What follows belongs to an exercise in optimizing a design on an open flow for small area and a short achievable clock period; a production flow would make more cautious choices.
Where RTL was checked, it was by simulation tests only, not by an equivalence proof against the original.
Power and IR drop assume default switching activity.

==> inputs of build 67 <==
// thinpad_cpu
module thinpad_cpu(
    input wire clk,
    input wire rst,
    output wire uart_rdn,
    output wire uart_wrn,
    input wire uart_dataready,
    input wire uart_tbre,
    input wire uart_tsre,
    input  wire[31:0] base_ram_data_i,
    output wire[31:0] base_ram_data_o,
    output wire base_ram_data_oe,
    output wire[19:0] base_ram_addr,
    output wire[3:0] base_ram_be_n,
    output wire base_ram_ce_n,
    output wire base_ram_oe_n,
    output wire base_ram_we_n,
    input  wire[31:0] ext_ram_data_i,
    output wire[31:0] ext_ram_data_o,
    output wire ext_ram_data_oe,
    output wire[19:0] ext_ram_addr,
    output wire[3:0] ext_ram_be_n,
    output wire ext_ram_ce_n,
    output wire ext_ram_oe_n,
    output wire ext_ram_we_n
);
    genvar g;
    reg [31:0] PC;
    reg [31:0] ID_Instruction;
    reg [31:0] ID_PC_4;             
    reg        EX_MemRead, EX_MemWrite, EX_rw, EX_isBr, LastFlush;
    reg        EX_beq, EX_ismovn, EX_fwdALU, EX_op0;
    reg        EX_sADD, EX_sub, EX_sAND, EX_sOR, EX_sXOR, EX_sSL, EX_sSR, EX_sMOV, EX_fill;
    reg [1:0]  EX_m2r;
    reg [4:0]  EX_Rw;
    reg [31:0] EX_in1, EX_in2, EX_D2, EX_PCX;
    reg        MEM_MemRead, MEM_MemWrite, MEM_wen;
    reg        MEM_op0;
    reg [1:0]  MEM_m2r;
    reg [4:0]  MEM_Rw;
    reg [31:0] MEM_ALU, MEM_D2;
    reg [30:0] MEM_link;
    reg        WB_wen;
    reg [4:0]  WB_Rw;
    wire [5:0] op = ID_Instruction[31:26];
    wire [5:0] fn = ID_Instruction[5:0];
    wire [4:0] rs = ID_Instruction[25:21];
  ...
clock: 11.0 ns
lec_check: 0
cap_margin: 20
core_margin: 2
core_utilization: 30
place_density: 0.5
slew_margin: 20
standard.sh (not shown) runs the stock make flow with config.mk's settings and CLKGATE_MAP_FILE= SYNTH_SCRIPT=/design/flow/synth_recipe.tcl, a recipe that flattens the netlist after the stock synthesis.
==> flow/flow/run.sh <==
#!/bin/bash
set -euo pipefail
bash standard.sh SETUP_SLACK_MARGIN=6.0 finish > standard_flow.log 2>&1
==> trial 66: changes against build 67 <==
--- a/flow/design.v
+++ b/flow/design.v
@@ -32,13 +32,13 @@
     reg        EX_beq, EX_ismovn, EX_fwdALU, EX_op0;
     reg        EX_sADD, EX_sub, EX_sAND, EX_sOR, EX_sXOR, EX_sSL, EX_sSR, EX_sMOV, EX_fill;
     reg [1:0]  EX_m2r;
     reg [4:0]  EX_Rw;
     reg [31:0] EX_in1, EX_in2, EX_D2, EX_PCX;
     reg        MEM_MemRead, MEM_MemWrite, MEM_wen;
-    reg        MEM_op0;
+    reg        MEM_op0, MEM_uf8, MEM_ufc, MEM_base;
     reg [1:0]  MEM_m2r;
     reg [4:0]  MEM_Rw;
     reg [31:0] MEM_ALU, MEM_D2;
     reg [30:0] MEM_link;
     reg        WB_wen;
     reg [4:0]  WB_Rw;
@@ -142,17 +142,17 @@
     wire take = EX_isBr & (EX_beq ? eq : ~eq);
     wire Flush_IF_and_ID = take & ~LastFlush;
     wire EX_mnw = EX_ismovn & (EX_D2 == 32'h0);
     wire EX_fwd = EX_rw & ~EX_mnw;
     wire [31:0] EX_Data3 = EX_fwdALU ? ALU_out : {1'b0, EX_PCX[30:0]};
     wire mem_ce = MEM_MemRead | MEM_MemWrite;
-    wire u_f8 = (MEM_ALU == 32'hbfd003f8);
-    wire u_fc = (MEM_ALU == 32'hbfd003fc);
+    wire u_f8 = MEM_uf8;
+    wire u_fc = MEM_ufc;
     wire isuart = u_f8 | u_fc;
     wire pc_base  = ~(PC[31:22] == 10'b1000000001);
-    wire mem_base = ~(MEM_ALU[31:22] == 10'b1000000001);
+    wire mem_base = MEM_base;
     wire sel = mem_ce ? mem_base : pc_base;
     reg Stall;    
     wire on = ~rst;
     wire mem_acc = mem_ce & ~isuart;
     wire wr = MEM_MemWrite;
     wire fetch_oe = on & ~(mem_ce & (isuart | wr));
@@ -171,18 +171,17 @@
     wire [19:0] addr = Stall ? MEM_ALU[21:2] : PC[21:2];
     assign base_ram_addr = addr;
     assign ext_ram_addr = addr;
     wire write_flag = on & mem_ce & wr & (u_f8 | ~isuart);
     assign base_ram_data_oe = write_flag & sel;
     assign ext_ram_data_oe = write_flag & ~sel;
-    wire [31:0] wdata = MEM_op0 ? MEM_D2 : {4{MEM_D2[7:0]}};
-    assign base_ram_data_o = wdata;
-    assign ext_ram_data_o = wdata;
+    assign base_ram_data_o = MEM_D2;
+    assign ext_ram_data_o = MEM_D2;
     assign uart_wrn = ~(on & mem_ce & wr & u_f8);
     assign uart_rdn = ~(on & mem_ce & ~wr & u_f8);
-    wire [31:0] rdata = mem_base ? base_ram_data_i : ext_ram_data_i;
+    wire [31:0] rdata = sel ? base_ram_data_i : ext_ram_data_i;
     wire [7:0] rbyte = (MEM_ALU[1:0] == 2'b11) ? rdata[31:24] :
                        (MEM_ALU[1:0] == 2'b10) ? rdata[23:16] :
                        (MEM_ALU[1:0] == 2'b01) ? rdata[15:8] : rdata[7:0];
     wire [31:0] ldata = u_fc ? {30'b0, uart_dataready, uart_tbre & uart_tsre} :
                         u_f8 ? {24'b0, base_ram_data_i[7:0]} :
                         MEM_op0 ? rdata : {{24{rbyte[7]}}, rbyte};
@@ -191,13 +190,13 @@
     wire fA_ex  = EX_fwd  & (EX_Rw == rs);
     wire fA_mem = MEM_wen & (MEM_Rw == rs);
     wire fB_ex  = EX_fwd  & (EX_Rw == rt);
     wire fB_mem = MEM_wen & (MEM_Rw == rt);
     wire [31:0] Data1w = fA_ex ? EX_Data3 : fA_mem ? MEM_Data3 : ID_Data1;
     wire [31:0] Data2w = fB_ex ? EX_Data3 : fB_mem ? MEM_Data3 : ID_Data2;
-    wire [31:0] IF_Instruction = pc_base ? base_ram_data_i : ext_ram_data_i;
+    wire [31:0] IF_Instruction = rdata;
     wire [5:0] n_op = IF_Instruction[31:26];
     wire n_isMem = (n_op == 6'h23 | n_op == 6'h20 | n_op == 6'h2b | n_op == 6'h28);
     wire Stall_next = EX_MemRead | EX_MemWrite |
         (~Stall & ~Flush_IF_and_ID &
          ((ID_MemRead & ((ID_Rw == IF_Instruction[25:21]) | (ID_Rw == IF_Instruction[20:16]))) |
           (ID_MemWrite & n_isMem)));
@@ -263,12 +262,15 @@
         end
     always @(posedge clk) begin
         MEM_op0 <= EX_op0;
         MEM_m2r <= EX_m2r;
         MEM_Rw <= EX_Rw;
         MEM_ALU <= ALU_out;
-        MEM_D2 <= EX_D2;
+        MEM_D2 <= EX_op0 ? EX_D2 : {4{EX_D2[7:0]}};
+        MEM_uf8 <= (ALU_out == 32'hbfd003f8);
+        MEM_ufc <= (ALU_out == 32'hbfd003fc);
+        MEM_base <= ~(ALU_out[31:22] == 10'b1000000001);
         MEM_link <= EX_PCX[30:0];
         WB_Rw <= MEM_Rw;
     end
 endmodule
 `default_nettype wire
==> flow/flow/run.sh (replaced) <==
#!/bin/bash
set -euo pipefail
bash standard.sh SETUP_SLACK_MARGIN=6.1 \
  "BUFFER_PORTS_ARGS=-buffer_cell sky130_fd_sc_hd__buf_2" \
  "CTS_ARGS=-sink_clustering_enable -repair_clock_nets -dont_use_dummy_load -sink_clustering_size 28 -sink_clustering_max_diameter 80 -buf_list sky130_fd_sc_hd__clkbuf_16" \
  finish > standard_flow.log 2>&1
==> qor summary <==
                                                                               trial 66            build 67
Result of the run                                              timing/DRC/antenna clean  timing/DRC/antenna clean
Critical Path Fanout Max                                                             22                  20
Worst-case hold path end point                                               MEM_m2r[1]             MEM_op0
Power share of the combinational group                                            54.5%               48.9%
Overall routed net length                                                     397000 µm           417000 µm
Final worst-path cycle share                                                      46.1%               48.3%
XOR/XNOR Fraction of Synth Area                                                   1.46%               1.28%
Core Util, Final                                                                  34.0%               35.3%
Area share of the leading cell type in the synthesized netlist                    44.2%               42.7%
Worst voltage drop across the vdd grid                                           329 µV              259 µV
Number of cells on the critical path                                                 14                  11
Share of final-layout standard cells stronger than drive strength 1               15.2%               13.8%
Vias per cell                                                                      6.87                6.90
Non-Clock Inverter Count                                                            155                 148
Die width                                                                        485 µm              494 µm
PD cells                                                                     331 nW/µm²          327 nW/µm²
Mapped Nets                                                                        6516                6740
WL per Instance                                                                 41.9 µm             41.8 µm
Area after DPL                                                                75100 µm²           78200 µm²
Placeable core region                                                        230000 µm²          238000 µm²
Launching point of the worst reg2reg path                            ID_Instruction[20]  ID_Instruction[23]
Cell-internal power                                                            0.0127 W            0.0142 W
Site row count                                                                      176                 179
Buffers inserted by post-CTS timing repair                                           34                  12
Cell at the slowest stage of the critical path                                  a21oi_1              nor2_4
Initial antenna violation count                                                      30                  44
The RTL of build 67 was laid out without a check of its function.

-- afterwards: timing with drivers on the ports --
No port has a modelled driver above. Below, the same layouts with a new extraction and two added sets of constraints. Step 1 sets driving cells, clkbuf_16 on the clock port and buf_2 on the other inputs (assumed; they add their load-dependent delay and slew). Step 2, shift: input delay + t, output delay - t, t = (earliest + latest rising clock arrival at the registers) / 2. This alone moves slack from input paths to output paths. Three values: no drivers, after step 1, after step 2; two values: the first two.
| run | shift t [ns] | slack for setup (ns) | worst data-port slew with drivers (ns) | pins driven straight from the clock port |
|---|---|---|---|---|
| build 67 | 0.928 | 5.685 / 5.685 / 5.209 | 0.11 | 1 |
| trial 66 | 0.826 | 5.926 / 5.926 / 5.279 | 0.13 | 1 |
After both steps setup and hold are still met in every run listed. For trial 66, which loses most, drivers alone change the setup slack by 0.000 ns; drivers and shift together by -0.647 ns.
